Context: an optimization exercise on an open-source flow, tuned for small area, a short achievable clock period and few clock cycles. The choices shown serve that exercise and are no tape-out recipe. Only simulation tests tie the RTL to the original design; equivalence was not proved. Power figures rest on the tool's default switching activity, not on a simulated workload.

## flow/design.v (module list and top-level ports; edited modules follow where they fit)
// module LASER: 2719 lines
module LASER (
    input        CLK,
    input        RST,
    input  [3:0] X,
    input  [3:0] Y,
    output [3:0] C1X,
    output [3:0] C1Y,
    output [3:0] C2X,
    output [3:0] C2Y,
    output       DONE
);
  // ...
==> flow/run.sh <==
#!/bin/bash
# synth_recipe.tcl (not shown) runs the flow's synth.tcl, then flattens the netlist and writes it again
# the make line also repeats each setting of config.mk as NAME=value (left out here)
make -C /OpenROAD-flow-scripts/flow DESIGN_CONFIG=/design/flow/config.mk WORK_HOME=/design/flow/orfs CLKGATE_MAP_FILE= SYNTH_SCRIPT=/design/flow/synth_recipe.tcl finish
==> flow/config.mk <==
export PLATFORM = sky130hd
export DESIGN_NAME = LASER
export DESIGN_NICKNAME = LASER
export VERILOG_FILES = /design/flow/design.v
export SDC_FILE = /design/flow/constraint.sdc
export NUM_CORES = 4
export LEC_CHECK = 0
export CAP_MARGIN = 20
export CORE_MARGIN = 2
export CORE_UTILIZATION = 40
export SLEW_MARGIN = 20
==> flow/constraint.sdc <==
create_clock -name core_clock -period 8.0 [get_ports {CLK}]
set_input_delay 1.6000 -clock core_clock [delete_from_list [all_inputs] [get_ports {CLK}]]
set_output_delay 1.6000 -clock core_clock [all_outputs]
set_load 0.01 [all_outputs]
==> results_dict.tcl, run 1 <==
set metrics [dict create \
    multi_input_area_um2 55500 \
    clk_share_pct 4.51 \
    seq_share_pct 20.8 \
    num-nonclk-buffers 163 \
    start_util_pct 40.3 \
    status "complete, no violations" \
    grt-busiest-layer "met2" \
    hpwl_mm 281 \
    irDropWorstVdd_mv 0.205 \
    worstHoldEndpoint "py[7][3]" \
    synth_xor_area_share_pct 2.44 \
    tightestPinTransition_ns 1.10 \
    clkPwrFrac_pct 30.7 \
    tns_ns 0 \
    design_area_um2 85300 \
    clkTransAtPathRegs_ns 0.06 \
    hold_start "py[6][3]" \
    p_switching_w 0.00719 \
    holdCritPathClass "reg2reg" \
    grt_pass1_vias 73400 \
    core_area_um2 197000 \
    fmax_ghz 0.189 \
    gp_congestion 1.06 \
    placed_area_um2 81400 \
    yosysMostFrequentCell "inv_1" \
    skew_ns 0.0614 \
    die_area_um2 202000 \
    cp-endpoint "cy[0]" \
    design.seq.count 875 \
    reg2reg_from "q2c[3][0]" \
    die_h_um 450 \
    mostFrequentLayoutCell "inv_1" \
    p_clk_w 0.00534 \
    largestClassByArea "multi-input combinational cells" \
    post-route-util_pct 43.2 \
    async_flop_share_pct 2.74 \
    grt_max_degree 56 \
    antenna_found_initial 29 \
    synthesis.nets 10900 \
    clkSinkCount 875 \
    tritoncts "yes" \
]
Testbench counts, summed over its fixed seeds: cycles 17,669.
==> inputs of run 2 (changes only) <==
--- a/flow/design.v
+++ b/flow/design.v
@@ -25,21 +25,25 @@
 reg  [5:0] best;
 reg  [3:0] mx, my;
 assign C1X  = ax;
 assign C1Y  = ay;
 assign C2X  = bx;
 assign C2Y  = by;
 assign DONE = done_r;
 wire in_last  = (state == S_IN) && (in_cnt == 6'd39);
-reg  pe_r;      
 reg  vu_r;      
-wire pass_end = pe_r;
+reg  g0_r;      
+reg  prev;      
+reg  rd;        
+reg  [3:0] gx, gy;    
 wire vupd     = vu_r;
+wire chk      = (state == S_RUN) && !rd && prev && (ph == 5'd3);
 wire conv     = k2 && (mx == ax) && (my == ay);
+wire miss     = (mx != gx) || (my != gy);
 reg  [3:0] cy;      
 wire pvn0;
 wire pvn1;
 wire pvn2;
 wire pvn3;
 wire pvn4;
 wire pvn5;
 wire pvn6;
@@ -122,56 +126,56 @@
 wire [4:0] s33 = {1'b0, py[32]} + ncy;
 wire [4:0] s34 = {1'b0, py[33]} + ncy;
 wire [4:0] s35 = {1'b0, py[34]} + ncy;
 wire [4:0] s36 = {1'b0, py[35]} + ncy;
 wire [4:0] s37 = {1'b0, py[36]} + ncy;
 wire [4:0] s38 = {1'b0, py[37]} + ncy;
 wire [4:0] s39 = {1'b0, py[38]} + ncy;
 always @(posedge CLK) begin
-    {pk[0], pr[0]} <= cls(s0) & {pass_end | pvn0, 2'b11};
-    {pk[1], pr[1]} <= cls(s1) & {pass_end | pvn1, 2'b11};
-    {pk[2], pr[2]} <= cls(s2) & {pass_end | pvn2, 2'b11};
-    {pk[3], pr[3]} <= cls(s3) & {pass_end | pvn3, 2'b11};
-    {pk[4], pr[4]} <= cls(s4) & {pass_end | pvn4, 2'b11};
-    {pk[5], pr[5]} <= cls(s5) & {pass_end | pvn5, 2'b11};
-    {pk[6], pr[6]} <= cls(s6) & {pass_end | pvn6, 2'b11};
-    {pk[7], pr[7]} <= cls(s7) & {pass_end | pvn7, 2'b11};
-    {pk[8], pr[8]} <= cls(s8) & {pass_end | pvn8, 2'b11};
-    {pk[9], pr[9]} <= cls(s9) & {pass_end | pvn9, 2'b11};
-    {pk[10], pr[10]} <= cls(s10) & {pass_end | pvn10, 2'b11};
-    {pk[11], pr[11]} <= cls(s11) & {pass_end | pvn11, 2'b11};
-    {pk[12], pr[12]} <= cls(s12) & {pass_end | pvn12, 2'b11};
-    {pk[13], pr[13]} <= cls(s13) & {pass_end | pvn13, 2'b11};
-    {pk[14], pr[14]} <= cls(s14) & {pass_end | pvn14, 2'b11};
-    {pk[15], pr[15]} <= cls(s15) & {pass_end | pvn15, 2'b11};
-    {pk[16], pr[16]} <= cls(s16) & {pass_end | pvn16, 2'b11};
-    {pk[17], pr[17]} <= cls(s17) & {pass_end | pvn17, 2'b11};
-    {pk[18], pr[18]} <= cls(s18) & {pass_end | pvn18, 2'b11};
-    {pk[19], pr[19]} <= cls(s19) & {pass_end | pvn19, 2'b11};
-    {pk[20], pr[20]} <= cls(s20) & {pass_end | pvn20, 2'b11};
-    {pk[21], pr[21]} <= cls(s21) & {pass_end | pvn21, 2'b11};
-    {pk[22], pr[22]} <= cls(s22) & {pass_end | pvn22, 2'b11};
-    {pk[23], pr[23]} <= cls(s23) & {pass_end | pvn23, 2'b11};
-    {pk[24], pr[24]} <= cls(s24) & {pass_end | pvn24, 2'b11};
-    {pk[25], pr[25]} <= cls(s25) & {pass_end | pvn25, 2'b11};
-    {pk[26], pr[26]} <= cls(s26) & {pass_end | pvn26, 2'b11};
-    {pk[27], pr[27]} <= cls(s27) & {pass_end | pvn27, 2'b11};
-    {pk[28], pr[28]} <= cls(s28) & {pass_end | pvn28, 2'b11};
-    {pk[29], pr[29]} <= cls(s29) & {pass_end | pvn29, 2'b11};
-    {pk[30], pr[30]} <= cls(s30) & {pass_end | pvn30, 2'b11};
-    {pk[31], pr[31]} <= cls(s31) & {pass_end | pvn31, 2'b11};
-    {pk[32], pr[32]} <= cls(s32) & {pass_end | pvn32, 2'b11};
-    {pk[33], pr[33]} <= cls(s33) & {pass_end | pvn33, 2'b11};
-    {pk[34], pr[34]} <= cls(s34) & {pass_end | pvn34, 2'b11};
-    {pk[35], pr[35]} <= cls(s35) & {pass_end | pvn35, 2'b11};
-    {pk[36], pr[36]} <= cls(s36) & {pass_end | pvn36, 2'b11};
-    {pk[37], pr[37]} <= cls(s37) & {pass_end | pvn37, 2'b11};
-    {pk[38], pr[38]} <= cls(s38) & {pass_end | pvn38, 2'b11};
-    {pk[39], pr[39]} <= cls(s39) & {pass_end | pvn39, 2'b11};
+    {pk[0], pr[0]} <= cls(s0) & {g0_r | pvn0, 2'b11};
+    {pk[1], pr[1]} <= cls(s1) & {g0_r | pvn1, 2'b11};
+    {pk[2], pr[2]} <= cls(s2) & {g0_r | pvn2, 2'b11};
+    {pk[3], pr[3]} <= cls(s3) & {g0_r | pvn3, 2'b11};
+    {pk[4], pr[4]} <= cls(s4) & {g0_r | pvn4, 2'b11};
+    {pk[5], pr[5]} <= cls(s5) & {g0_r | pvn5, 2'b11};
+    {pk[6], pr[6]} <= cls(s6) & {g0_r | pvn6, 2'b11};
+    {pk[7], pr[7]} <= cls(s7) & {g0_r | pvn7, 2'b11};
+    {pk[8], pr[8]} <= cls(s8) & {g0_r | pvn8, 2'b11};
+    {pk[9], pr[9]} <= cls(s9) & {g0_r | pvn9, 2'b11};
+    {pk[10], pr[10]} <= cls(s10) & {g0_r | pvn10, 2'b11};
+    {pk[11], pr[11]} <= cls(s11) & {g0_r | pvn11, 2'b11};
+    {pk[12], pr[12]} <= cls(s12) & {g0_r | pvn12, 2'b11};
+    {pk[13], pr[13]} <= cls(s13) & {g0_r | pvn13, 2'b11};
+    {pk[14], pr[14]} <= cls(s14) & {g0_r | pvn14, 2'b11};
+    {pk[15], pr[15]} <= cls(s15) & {g0_r | pvn15, 2'b11};
+    {pk[16], pr[16]} <= cls(s16) & {g0_r | pvn16, 2'b11};
+    {pk[17], pr[17]} <= cls(s17) & {g0_r | pvn17, 2'b11};
+    {pk[18], pr[18]} <= cls(s18) & {g0_r | pvn18, 2'b11};
+    {pk[19], pr[19]} <= cls(s19) & {g0_r | pvn19, 2'b11};
+    {pk[20], pr[20]} <= cls(s20) & {g0_r | pvn20, 2'b11};
+    {pk[21], pr[21]} <= cls(s21) & {g0_r | pvn21, 2'b11};
+    {pk[22], pr[22]} <= cls(s22) & {g0_r | pvn22, 2'b11};
+    {pk[23], pr[23]} <= cls(s23) & {g0_r | pvn23, 2'b11};
+    {pk[24], pr[24]} <= cls(s24) & {g0_r | pvn24, 2'b11};
+    {pk[25], pr[25]} <= cls(s25) & {g0_r | pvn25, 2'b11};
+    {pk[26], pr[26]} <= cls(s26) & {g0_r | pvn26, 2'b11};
+    {pk[27], pr[27]} <= cls(s27) & {g0_r | pvn27, 2'b11};
+    {pk[28], pr[28]} <= cls(s28) & {g0_r | pvn28, 2'b11};
+    {pk[29], pr[29]} <= cls(s29) & {g0_r | pvn29, 2'b11};
+    {pk[30], pr[30]} <= cls(s30) & {g0_r | pvn30, 2'b11};
+    {pk[31], pr[31]} <= cls(s31) & {g0_r | pvn31, 2'b11};
+    {pk[32], pr[32]} <= cls(s32) & {g0_r | pvn32, 2'b11};
+    {pk[33], pr[33]} <= cls(s33) & {g0_r | pvn33, 2'b11};
+    {pk[34], pr[34]} <= cls(s34) & {g0_r | pvn34, 2'b11};
+    {pk[35], pr[35]} <= cls(s35) & {g0_r | pvn35, 2'b11};
+    {pk[36], pr[36]} <= cls(s36) & {g0_r | pvn36, 2'b11};
+    {pk[37], pr[37]} <= cls(s37) & {g0_r | pvn37, 2'b11};
+    {pk[38], pr[38]} <= cls(s38) & {g0_r | pvn38, 2'b11};
+    {pk[39], pr[39]} <= cls(s39) & {g0_r | pvn39, 2'b11};
 end
 function [11:0] ftab;    
     input [3:0] rb;
     begin
         ftab[0] = (rb == 4'd0) | (rb == 4'd4) | (rb == 4'd5) | (rb == 4'd6) | (rb == 4'd8) | (rb == 4'd9) | (rb == 4'd10) | (rb == 4'd11) | (rb == 4'd12) | (rb == 4'd13) | (rb == 4'd14) | (rb == 4'd15);
         ftab[1] = (rb == 4'd1) | (rb == 4'd4) | (rb == 4'd5) | (rb == 4'd6) | (rb == 4'd7) | (rb == 4'd8) | (rb == 4'd9) | (rb == 4'd10) | (rb == 4'd11) | (rb == 4'd12) | (rb == 4'd13) | (rb == 4'd14) | (rb == 4'd15);
         ftab[2] = (rb == 4'd2) | (rb == 4'd4) | (rb == 4'd5) | (rb == 4'd6) | (rb == 4'd7) | (rb == 4'd8) | (rb == 4'd9) | (rb == 4'd10) | (rb == 4'd11) | (rb == 4'd12) | (rb == 4'd13) | (rb == 4'd14) | (rb == 4'd15);
         ftab[3] = (rb == 4'd3) | (rb == 4'd5) | (rb == 4'd6) | (rb == 4'd7) | (rb == 4'd8) | (rb == 4'd9) | (rb == 4'd10) | (rb == 4'd11) | (rb == 4'd12) | (rb == 4'd13) | (rb == 4'd14) | (rb == 4'd15);
@@ -181,32 +185,32 @@
         ftab[7] = (rb == 4'd15);
         ftab[8] = (rb == 4'd12);
         ftab[9] = (rb == 4'd8) | (rb == 4'd12) | (rb == 4'd13);
         ftab[10] = (rb == 4'd4) | (rb == 4'd8) | (rb == 4'd9) | (rb == 4'd12) | (rb == 4'd13) | (rb == 4'd14);
         ftab[11] = (rb == 4'd4) | (rb == 4'd5) | (rb == 4'd8) | (rb == 4'd9) | (rb == 4'd10) | (rb == 4'd12) | (rb == 4'd13) | (rb == 4'd14) | (rb == 4'd15);
     end
 endfunction
 wire [15:0] mxo;
-assign mxo[0] = ~mx[3] & ~mx[2] & ~mx[1] & ~mx[0];
-assign mxo[1] = ~mx[3] & ~mx[2] & ~mx[1] & mx[0];
-assign mxo[2] = ~mx[3] & ~mx[2] & mx[1] & ~mx[0];
-assign mxo[3] = ~mx[3] & ~mx[2] & mx[1] & mx[0];
-assign mxo[4] = ~mx[3] & mx[2] & ~mx[1] & ~mx[0];
-assign mxo[5] = ~mx[3] & mx[2] & ~mx[1] & mx[0];
-assign mxo[6] = ~mx[3] & mx[2] & mx[1] & ~mx[0];
-assign mxo[7] = ~mx[3] & mx[2] & mx[1] & mx[0];
-assign mxo[8] = mx[3] & ~mx[2] & ~mx[1] & ~mx[0];
-assign mxo[9] = mx[3] & ~mx[2] & ~mx[1] & mx[0];
-assign mxo[10] = mx[3] & ~mx[2] & mx[1] & ~mx[0];
-assign mxo[11] = mx[3] & ~mx[2] & mx[1] & mx[0];
-assign mxo[12] = mx[3] & mx[2] & ~mx[1] & ~mx[0];
-assign mxo[13] = mx[3] & mx[2] & ~mx[1] & mx[0];
-assign mxo[14] = mx[3] & mx[2] & mx[1] & ~mx[0];
-assign mxo[15] = mx[3] & mx[2] & mx[1] & mx[0];
+assign mxo[0] = ~gx[3] & ~gx[2] & ~gx[1] & ~gx[0];
+assign mxo[1] = ~gx[3] & ~gx[2] & ~gx[1] & gx[0];
+assign mxo[2] = ~gx[3] & ~gx[2] & gx[1] & ~gx[0];
+assign mxo[3] = ~gx[3] & ~gx[2] & gx[1] & gx[0];
+assign mxo[4] = ~gx[3] & gx[2] & ~gx[1] & ~gx[0];
+assign mxo[5] = ~gx[3] & gx[2] & ~gx[1] & gx[0];
+assign mxo[6] = ~gx[3] & gx[2] & gx[1] & ~gx[0];
+assign mxo[7] = ~gx[3] & gx[2] & gx[1] & gx[0];
+assign mxo[8] = gx[3] & ~gx[2] & ~gx[1] & ~gx[0];
+assign mxo[9] = gx[3] & ~gx[2] & ~gx[1] & gx[0];
+assign mxo[10] = gx[3] & ~gx[2] & gx[1] & ~gx[0];
+assign mxo[11] = gx[3] & ~gx[2] & gx[1] & gx[0];
+assign mxo[12] = gx[3] & gx[2] & ~gx[1] & ~gx[0];
+assign mxo[13] = gx[3] & gx[2] & ~gx[1] & gx[0];
+assign mxo[14] = gx[3] & gx[2] & gx[1] & ~gx[0];
+assign mxo[15] = gx[3] & gx[2] & gx[1] & gx[0];
 wire e0 = pk[0];
 wire [3:0] A0 = {e0 & px[0][3] & px[0][2], e0 & px[0][3] & ~px[0][2], e0 & ~px[0][3] & px[0][2], e0 & ~px[0][3] & ~px[0][2]};
 wire [11:0] F0 = ftab({pr[0], px[0][1:0]});
 wire m0_0 = A0[0] & F0[0] | A0[1] & F0[8];
 wire m0_1 = A0[0] & F0[1] | A0[1] & F0[9];
 wire m0_2 = A0[0] & F0[2] | A0[1] & F0[10];
 wire m0_3 = A0[0] & F0[3] | A0[1] & F0[11];
 wire m0_4 = A0[1] & F0[0] | A0[0] & F0[4] | A0[2] & F0[8];
@@ -2548,70 +2552,80 @@
         l3c[i] = t3 ? q2c[2*i+1] : q2c[2*i];
         l3x[i] = t3 ? {1'b1, q2x[2*i+1]} : {1'b0, q2x[2*i]};
     end
     t4 = oddB ? (l3c[1] > l3c[0]) : (l3c[1] >= l3c[0]);
     rc = t4 ? l3c[1] : l3c[0];
     rx = t4 ? {1'b1, l3x[1]} : {1'b0, l3x[0]};
 end
 wire mwin = mact && (mfst || rc >= best);
-wire       run_nx = (state == S_IN && in_last) || (state == S_RUN && !(pass_end && conv));
-wire [4:0] ph_nx  = (state == S_RUN && !pass_end) ? ph + 5'd1 : 5'd0;
+reg        run_nx, rd_nx, prev_nx, done_nx;
+reg  [4:0] ph_nx;
+always @(*) begin
+    run_nx  = 1'b0;
+    rd_nx   = 1'b0;
+    prev_nx = 1'b0;
+    done_nx = 1'b0;
+    ph_nx   = 5'd0;
+    case (state)
+        S_IN:  run_nx = in_last;
+        S_RUN: begin
+            if (rd) begin
+                run_nx = 1'b1;
+            end else if (chk && conv) begin
+                done_nx = 1'b1;
+            end else if (chk && miss) begin
+                run_nx = 1'b1;
+                rd_nx  = 1'b1;
+            end else begin
+                run_nx  = 1'b1;
+                ph_nx   = (ph == 5'd16) ? 5'd0 : ph + 5'd1;
+                prev_nx = (ph == 5'd16) ? 1'b1 : prev;
+            end
+        end
+        default: ;
+    endcase
+end
+wire nrow = run_nx && !rd_nx;
 always @(posedge CLK or posedge RST) begin
     if (RST) begin
         rowA <= 5'd0;
         rowB <= 5'd0;
         mact <= 1'b0;
         mfst <= 1'b0;
         lmrg <= 1'b0;
     end else begin
-        rowA <= ph_nx - 5'd3;
-        rowB <= ph_nx - 5'd4;
-        mact <= run_nx && ph_nx >= 5'd4 && ph_nx <= 5'd19;
-        mfst <= run_nx && ph_nx == 5'd4;
-        lmrg <= run_nx && ph_nx == 5'd19;
+        rowA <= (ph_nx >= 5'd3) ? ph_nx - 5'd3 : ph_nx + 5'd14;
+        rowB <= (ph_nx >= 5'd4) ? ph_nx - 5'd4 : ph_nx + 5'd13;
+        mact <= nrow && (ph_nx >= 5'd4 || (prev_nx && ph_nx <= 5'd2));
+        mfst <= nrow && ph_nx == 5'd4;
+        lmrg <= nrow && ph_nx == 5'd15;
     end
 end
+wire [3:0] mx_d = mwin ? rx : mx;
 wire [3:0] my_d = mwin ? rowB[3:0] : my;
 always @(posedge CLK or posedge RST) begin
     if (RST) begin
         state  <= S_IN;
         in_cnt <= 6'd0;
         ph     <= 5'd0;
         done_r <= 1'b0;
-        pe_r   <= 1'b0;
         vu_r   <= 1'b0;
+        g0_r   <= 1'b0;
+        prev   <= 1'b0;
+        rd     <= 1'b0;
     end else begin
-        done_r <= 1'b0;
-        pe_r   <= lmrg;
-        vu_r   <= pass_end && !conv;
-        case (state)
-            S_IN: begin
-                in_cnt <= in_cnt + 6'd1;
-                ph     <= 5'd0;
-                if (in_last) state <= S_RUN;
-            end
-            S_RUN: begin
-                in_cnt <= 6'd0;
-                if (pass_end) begin
-                    ph <= 5'd0;
-                    if (conv) begin
-                        state  <= S_DONE;
-                        done_r <= 1'b1;
-                    end
-                end else begin
-                    ph <= ph + 5'd1;
-                end
-            end
-            default: begin
-                state  <= S_IN;
-                in_cnt <= 6'd0;
-                ph     <= 5'd0;
-            end
-        endcase
+        done_r <= done_nx;
+        vu_r   <= run_nx && (rd || (state == S_RUN && ph == 5'd16));
+        g0_r   <= rd_nx || (nrow && ph_nx == 5'd16);
+        prev   <= prev_nx;
+        rd     <= rd_nx;
+        ph     <= ph_nx;
+        in_cnt <= (state == S_IN) ? in_cnt + 6'd1 : 6'd0;
+        state  <= run_nx ? S_RUN : done_nx ? S_DONE : S_IN;
     end
 end
 always @(posedge CLK) begin
     px[0] <= (state == S_IN) ? X : px[39];
     py[0] <= (state == S_IN) ? Y : py[39];
     for (i = 1; i < 40; i = i + 1) begin
         px[i] <= px[i-1];
         py[i] <= py[i-1];
@@ -2699,21 +2713,28 @@
     pv[38] <= pvn38;
     pv[39] <= pvn39;
 end
 always @(posedge CLK) begin
     if (state == S_IN) begin
         ax <= 4'd0; ay <= 4'd0;
         bx <= 4'd0; by <= 4'd0;
         k2 <= 1'b0;
-    end else if (pass_end) begin
+    end else if (chk) begin
         ax <= bx; ay <= by;
         bx <= mx; by <= my;
         k2 <= 1'b1;
     end
     if (mwin) begin
         best <= rc;
         mx   <= rx;
         my   <= rowB[3:0];
     end
-    cy <= lmrg ? my_d : ph_nx[3:0];
+    cy <= rd_nx ? my : lmrg ? my_d : ph_nx[3:0];
+    if (rd_nx) begin
+        gx <= mx;
+        gy <= my;
+    end else if (lmrg) begin
+        gx <= mx_d;
+        gy <= my_d;
+    end
 end
 endmodule
==> flow/config.mk (replaced) <==
export PLATFORM = sky130hd
export DESIGN_NAME = LASER
export DESIGN_NICKNAME = LASER
export VERILOG_FILES = /design/flow/design.v
export SDC_FILE = /design/flow/constraint.sdc
export NUM_CORES = 4
export LEC_CHECK = 0
export CAP_MARGIN = 20
export CORE_MARGIN = 2
export CORE_UTILIZATION = 40
export SETUP_SLACK_MARGIN = 4.5
export SLEW_MARGIN = 20
==> run 2 against run 1 <==
Effect of this change: first-iteration DRC count decreased by 1.5%; critical path type unchanged; global-route usage shrank 0.091 points; clock power hardly changed; sequential power up 1%; wire length increased by 1.5%; via count is 1.7% higher; highest routed layer unchanged; maximum frequency up 10%; clock skew is 0.040 ns higher; die area is 1.2% higher; critical endpoint is now gy[1].
==> results_dict.tcl, run 2 <==
set metrics [dict create \
    hpwl_mm 281 \
    port-buffer-count 26 \
    cp_cell_sequence "ha_4 -> a21o_1 -> a21oi_2 -> a21oi_4 -> buf_6 -> buf_4 -> a21oi_4 -> inv_2 -> ha_4 -> and3_4 -> and3_4 -> o21ai_4 -> a32oi_4 -> buf_6 -> mux2i_4 -> ha_1 -> a21o_1 -> a21o_1 -> a211oi_2 -> nor3b_2 -> buf_6 -> mux2_4 -> mux2_4" \
    setup_viol 0 \
    yosys_warnings 15 \
    hold_start "py[7][3]" \
    drt-vias-per-instance 6.49 \
    r2r_cells 23 \
    yosysMostFrequentCell "inv_1" \
    combPwrFrac_pct 39.7 \
    power_density_nw_per_um2 203 \
    reg2reg_slack_ns 3.20 \
    rows 164 \
    synth_area_um2 80400 \
    clockBufferDepth 3 \
    area_growth_pct 11.9 \
    power.leakage_nw 35.6 \
    antenna_found_initial 27 \
    die_area_um2 205000 \
    status "complete, no violations" \
    ant_nets 0 \
    drcViolationCount 0 \
    critPathKind "reg2reg" \
    reg2reg_from "q2c[3][4]" \
    route.vias.total 80800 \
    placed_area_um2 82400 \
    use_met3_pct 9.86 \
    fin_crit_sh_pct 60.0 \
    skew_ns 0.101 \
    gp_congestion 1.07 \
    grt-ovfl-total 0 \
    synthesis.nets 10900 \
    synth_cells 10000 \
    netlist-cell-type-count 113 \
    fmax_ghz 0.208 \
    fin_nets 10600 \
    yosys-top-cells-area "dfxtp_1, fa_1, ha_1" \
    arrival_ns 5.35 \
    tritoncts "yes" \
    die_width_um 452 \
    mostFrequentLayoutCell "inv_1" \
    crit_path_start_kind "flip-flop" \
    grt_max_degree 53 \
    slew_headroom_pct 16.3 \
    root_buffer "clkbuf_16" \
    ys_ff_latch 885 \
    grt.total_usage_pct 35.9 \
    clkPwrFrac_pct 29.1 \
    switching_share_pct 37.9 \
    p_int_w 0.0113 \
    synth_top_area_cell "dfxtp_1" \
    drt-initial-drc-count 12900 \
    die_h_um 452 \
    grtUsageMet2_pct 51.2 \
    grt_pass1_vias 74400 \
    post-route-util_pct 45.0 \
    design_area_um2 90000 \
    dr.pass1.iters 9 \
    clkSinkCount 885 \
    h-tree-depth 3 \
    synthTopCellsByCount "inv_1, dfxtp_1, nand2_1" \
    holdCritPathClass "reg2reg" \
    rsz0062_at_grt "yes" \
    p_switching_w 0.00691 \
    crit_fanout 7 \
    routed_wl_mm 383 \
    crit_slowest_cell "dfxtp_4" \
    yosysSeqAreaShare_pct 22.4 \
    r2r_end "gy[1]" \
    period_needed_ns 4.80 \
    syn_area_per_cell_um2 8.03 \
    crit_path_end_kind "flip-flop" \
    critPathMaxStageDelay_ns 0.36 \
    async_flop_share_pct 2.94 \
    synth_edf_count 14 \
    synth_flop_cell "dfxtp_1" \
    final_cell_mix "inv_1, nand2_1, dfxtp_1" \
    hold_viol 0 \
    tns_ns 0 \
    yosysTopAreaCellShare_pct 21.0 \
    whs_ns 0.347 \
    numCtsBuffers 107 \
    drive_gt1_share_pct 12.0 \
    grtUsageMet1_pct 47.8 \
    reg_top3 "px: 160 flops, py: 160 flops, cnt_r: 96 flops" \
    cap_violations 0 \
    tightestPinTransition_ns 1.26 \
    wl_per_cell_um 30.8 \
    crit_family "compound AO/OA/AOI/OAI gates" \
    hold_path_depth 0 \
    irDropWorstVdd_mv 0.284 \
    worstHoldEndpoint "py[8][3]" \
    power_frac_seq_pct 31.2 \
    crit_buf_inv 5 \
    slew_viol_final 0 \
    clock_latency_ns 0.84 \
    grt-busiest-layer "met2" \
    core_area_um2 200000 \
    start_util_pct 40.2 \
    grt_pass1_wl_mm 538 \
    design.portCount 27 \
    clkTransAtPathRegs_ns 0.06 \
    required_ns 8.55 \
]
## run 2: metal layers
layer | vias to the layer above | part of all wire (%)
li1 | 35000 | -
met1 | 39000 | 39
met2 | 5532 | 40
met3 | 1254 | 12
met4 | 14 | 8.0
met5 | - | 0.024
## run 2: cell families (layout without fill, tap and decap cells)
| kind of cell | after synthesis | in the layout | synth area share (%) |
|---|---|---|---|
| AO/OA/AOI/OAI | 3034 | 3034 | 25.4 |
| XOR/XNOR | 214 | 214 | 2.33 |
| adder cells (fa/ha/maj) | 940 | 940 | 19.7 |
| buffers and inverters | 1696 | 1450 | 8.20 |
| flip-flops | 885 | 885 | 22.4 |
| multiplexers | 203 | 203 | 2.56 |
| other | 0 | 15 | 0 |
| AND/OR/NAND/NOR | 3048 | 3049 | 19.4 |
## run 2: area by class of cell
| cell class | instances | area [um^2] |
|---|---|---|
| Antenna cell | 15 | 37.5 |
| Timing Repair Buffer | 297 | 2810 |
| Timing Repair inverter | 2 | 10.0 |
| Sequential cell | 885 | 18600 |
| Fill cell | 19700 | 110000 |
| Clock inverter | 73 | 942 |
| Multi-Input combinational cell | 7440 | 57800 |
| Tap cell | 2656 | 3320 |
| Inverter | 950 | 3650 |
| Clock buffer | 128 | 2880 |
## run 2: worst max-delay path by stage
stage | depth (start not counted) | slack (ns) | start | end
6_report | 23 | 3.20 | q2c[3][4] | gy[1]
5_1_grt | 22 | 3.01 | q2c[0][2] | gy[1]
4_1_cts | 27 | 3.23 | q2c[3][0] | gy[1]
3_5_place_dp | 23 | 2.45 | q2c[3][0] | gy[0]
3_3_place_gp | 24 | 2.33 | q2c[3][0] | gy[0]
2_1_floorplan | 27 | 3.37 | q2c[3][0] | gy[1]
## run 2: timing repair
action | in CTS | in global routing
setup buffers | 75 | 74
endpoints found under the setup margin | 408 | 218
hold buffers | 0 | 0
gates cloned | 1 | 3
pin swaps | 28 | 39
gates resized for setup | 450 | 377
## run 2: worst reg2reg max path: stages, from the launching register on
cell and delay (ns):
dfxtp_4 0.36, ha_4 0.24, a21o_1 0.16, a21oi_2 0.18, a21oi_4 0.08, buf_6 0.14, buf_4 0.16, a21oi_4 0.17
inv_2 0.07, ha_4 0.27, and3_4 0.20, and3_4 0.21, o21ai_4 0.07, a32oi_4 0.27, buf_6 0.15, mux2i_4 0.23
ha_1 0.25, a21o_1 0.18, a21o_1 0.16, a211oi_2 0.19, nor3b_2 0.08, buf_6 0.15, mux2_4 0.32, mux2_4 0.27
## run 2: per-stage QoR
stage                     total power, W  setup WS (ns)  cells
after floorplan                  0.00931           3.37  10000
after CTS                         0.0173           3.23  12400
after detailed placement          0.0110           2.45  12100
after global routing              0.0190           3.01  12400
after global placement            0.0109           2.33  12100
final                             0.0182           3.20  12400
## run 2: power groups by stage
stage	clock, W	sequential [W]	combinational, W
floorplan	0	0.00523	0.00408
global placement	0	0.00575	0.00517
detailed placement	0	0.00574	0.00523
CTS	0.00538	0.00566	0.00629
global route	0.00553	0.00573	0.00776
finish	0.00531	0.00569	0.00724
Testbench counts of run 2, summed over its fixed seeds: cycles 16,723.
==> inputs of run 3 (changes only) <==
--- a/flow/config.mk
+++ b/flow/config.mk
@@ -8,5 +8,5 @@
 export CAP_MARGIN = 20
 export CORE_MARGIN = 2
 export CORE_UTILIZATION = 40
-export SETUP_SLACK_MARGIN = 4.5
+export SETUP_SLACK_MARGIN = 3.5
 export SLEW_MARGIN = 20
==> run 3 against run 2 <==
Effect of this change: still clean; clock skew decreased by 0.034 ns; cell count decreased by 1.2%; count of clock-buffer cells in the layout increased by 4; area after synthesis unchanged; register-to-register slack got worse by 0.08 ns; utilization decreased by 1.8 points; sequential power about the same; first-iteration DRC count increased by 6.1%; design area decreased by 4.0%; flip-flop and latch count unchanged; clock power decreased by 1%; maximum frequency decreased by 1.6%; highest routed layer unchanged.
==> results_dict.tcl, run 3 <==
set metrics [dict create \
    fin_crit_sh_pct 61.0 \
    tritoncts "yes" \
    synth_area_um2 80400 \
    r2r_end "gy[2]" \
    clkSinkCount 885 \
    tns_ns 0 \
    route.vias.total 80100 \
    root_buffer "clkbuf_16" \
    grt.total_usage_pct 35.1 \
    ant_nets 0 \
    crit_fanout 7 \
    port-buffer-count 26 \
    arrival_ns 5.43 \
    clkTransAtPathRegs_ns 0.06 \
    drt-initial-drc-count 13600 \
    holdCritPathClass "reg2reg" \
    h-tree-depth 3 \
    mostFrequentLayoutCell "inv_1" \
    grt_max_degree 52 \
    critPathMaxStageDelay_ns 0.38 \
    routed_wl_mm 372 \
    synth_top_area_cell "dfxtp_1" \
    holdBufCountCts 0 \
    synth_flop_cell "dfxtp_1" \
    yosysSeqAreaShare_pct 22.4 \
    slew_viol_final 0 \
    yosys_warnings 15 \
    grtUsageMet1_pct 46.8 \
    hold_viol 0 \
    grt-busiest-layer "met2" \
    wl_per_cell_um 30.3 \
    yosysMostFrequentCell "inv_1" \
    irDropWorstVdd_mv 0.217 \
    fin_nets 10400 \
    antenna_found_initial 26 \
    r2r_cells 21 \
    critPathKind "reg2reg" \
    fmax_ghz 0.205 \
    die_width_um 452 \
    hold_path_depth 0 \
    tightestPinTransition_ns 1.23 \
    drcViolationCount 0 \
    crit_slowest_cell "a32oi_4" \
    skew_ns 0.0668 \
    status "complete, no violations" \
    die_area_um2 205000 \
    synth_cells 10000 \
    crit_family "compound AO/OA/AOI/OAI gates" \
    clockBufferDepth 3 \
    grt-ovfl-total 0 \
    syn_area_per_cell_um2 8.03 \
    drive_gt1_share_pct 5.60 \
    hpwl_mm 274 \
    worstHoldEndpoint "py[7][0]" \
    slew_headroom_pct 17.6 \
    area_growth_pct 7.48 \
    hold_start "py[6][0]" \
    power_density_nw_per_um2 191 \
    start_util_pct 40.2 \
    final_cell_mix "inv_1, dfxtp_1, nand2_1" \
    die_h_um 452 \
    reg_top3 "px: 160 flops, py: 160 flops, cnt_r: 96 flops" \
    grt_pass1_wl_mm 528 \
    synth_edf_count 14 \
    crit_path_end_kind "flip-flop" \
    numCtsBuffers 106 \
    period_needed_ns 4.88 \
    reg2reg_slack_ns 3.12 \
    reg2reg_from "q2c[1][0]" \
    dr.pass1.iters 9 \
    cap_violations 0 \
    clock_latency_ns 0.82 \
    power.leakage_nw 34.7 \
    core_area_um2 200000 \
    gp_congestion 1.06 \
    yosys-top-cells-area "dfxtp_1, fa_1, ha_1" \
    grtUsageMet2_pct 49.7 \
    required_ns 8.55 \
    yosysTopAreaCellShare_pct 21.0 \
    design.portCount 27 \
    crit_buf_inv 3 \
    cp_cell_sequence "inv_1 -> ha_1 -> nand2b_1 -> nand3_1 -> a21o_1 -> a21oi_4 -> buf_4 -> nor2_1 -> a21oi_2 -> ha_1 -> and3_4 -> a32oi_4 -> mux2i_2 -> ha_1 -> a21o_1 -> a21o_1 -> a211oi_2 -> nor3b_4 -> buf_12 -> mux2_2 -> mux2_2" \
    rsz0062_at_grt "yes" \
    use_met3_pct 9.50 \
    async_flop_share_pct 2.94 \
    synthesis.nets 10900 \
    netlist-cell-type-count 113 \
    setup_viol 0 \
    crit_path_start_kind "flip-flop" \
    drt-vias-per-instance 6.51 \
    grt_pass1_vias 73900 \
    total_power_w 0.0165 \
    synthTopCellsByCount "inv_1, dfxtp_1, nand2_1" \
    ys_ff_latch 885 \
    rows 164 \
]
## run 3: cell counts after synthesis
No cell type changed its count.
## run 3: cell type report
class / count / area (um^2)
clock inverter: 61 / 749
timing repair buffer: 165 / 1470
multi-input combinational: 7440 / 56300
sequential: 885 / 18000
tap: 2656 / 3320
antenna: 10 / 25.0
fill: 19800 / 113000
clock buffer: 132 / 2960
inverter: 950 / 3570
## run 3: worst max-delay path by stage
stage / start / end / slack, ns / cells past startpoint
after CTS: q2c[3][0] / gy[2] / 3.11 / 23
final: q2c[1][0] / gy[2] / 3.12 / 21
after floorplan: q2c[3][0] / gy[1] / 3.37 / 27
after global placement: q2c[3][0] / gx[2] / 2.03 / 23
after global routing: q2c[1][0] / gy[2] / 2.90 / 21
after detailed placement: q2c[3][0] / gy[2] / 2.30 / 23
## run 3: metrics by stage
step / instance area (um^2) / util (%) / hold slack (ns) / std cells / setup WS (ns)
final: 86400 / 43.2 / 0.356 / 12300 / 3.12
after global routing: 86400 / 43.2 / 0.361 / 12300 / 2.90
after CTS: 86300 / 43.2 / 0.355 / 12300 / 3.11
after detailed placement: 82200 / 41.1 / 0.346 / 12100 / 2.30
after global placement: 82200 / 41.1 / 0.342 / 12100 / 2.03
after floorplan: 80500 / - / 0.326 / 10000 / 3.37
## run 3: logic make-up after synthesis
| group | count (synthesis) | share of synthesized area, % |
|---|---|---|
| AND/OR/NAND/NOR | 3048 | 19.4 |
| buffers and inverters | 1696 | 8.20 |
| multiplexers | 203 | 2.56 |
| flip-flops | 885 | 22.4 |
| AO/OA/AOI/OAI | 3034 | 25.4 |
| XOR/XNOR | 214 | 2.33 |
| adder cells (fa/ha/maj) | 940 | 19.7 |
## run 3: routing by layer
metal,vias to the layer above,wire (um)
li1,34700,-
met1,38500,146000
met2,5659,150000
met3,1215,47400
met4,6,28700
met5,-,44
## run 3: worst reg2reg max path: stages (launching register included)
cell      delay, ns
dfxtp_1        0.33
inv_1          0.05
ha_1           0.28
nand2b_1       0.10
nand3_1        0.07
a21o_1         0.24
a21oi_4        0.24
buf_4          0.19
nor2_1         0.06
a21oi_2        0.18
ha_1           0.27
and3_4         0.21
a32oi_4        0.38
mux2i_2        0.31
ha_1           0.27
a21o_1         0.18
a21o_1         0.17
a211oi_2       0.26
nor3b_4        0.09
buf_12         0.15
mux2_2         0.31
mux2_2         0.29
## run 3: repair_timing
action | 4_1_cts | 5_1_grt
gates cloned | 1 | 0
setup endpoints to repair | 93 | 34
setup buffers | 22 | 2
gates resized for setup | 36 | 7
pin swaps | 11 | 6
## run 3: where the power goes
part	total (W)	switching (W)	internal, W
Combinational	0.00558	0.00325	0.00234
Clock	0.00525	0.00227	0.00298
Sequential	0.00571	0.000765	0.00494
Total	0.0165	0.00629	0.0103

==> re-timing with driven ports <==
How much do the figures lean on ideal ports? The routed layouts below were timed once more, with nothing changed but the port constraints. Step 1 (the two cells are an assumption about what drives the block):
set clk [get_ports {CLK}]
set_driving_cell -lib_cell sky130_fd_sc_hd__clkbuf_16 $clk
set_driving_cell -lib_cell sky130_fd_sc_hd__buf_2 [delete_from_list [all_inputs] $clk]
Step 2 also shifts input and output timing later by t, the mid clock arrival at the registers, as if the neighbouring blocks saw the same clock. a / b / c = no drivers / after step 1 / after step 2; a / b = the first two.
run	t (ns)	slack for setup (ns)	worst data-port slew with drivers (ns)
run 1	0.879	2.697 / 2.697 / 2.697	0.04
run 2	0.879	3.199 / 3.199 / 3.199	0.05
run 3	0.865	3.121 / 3.121 / 3.121	0.04
After both steps every run listed still meets setup and hold.
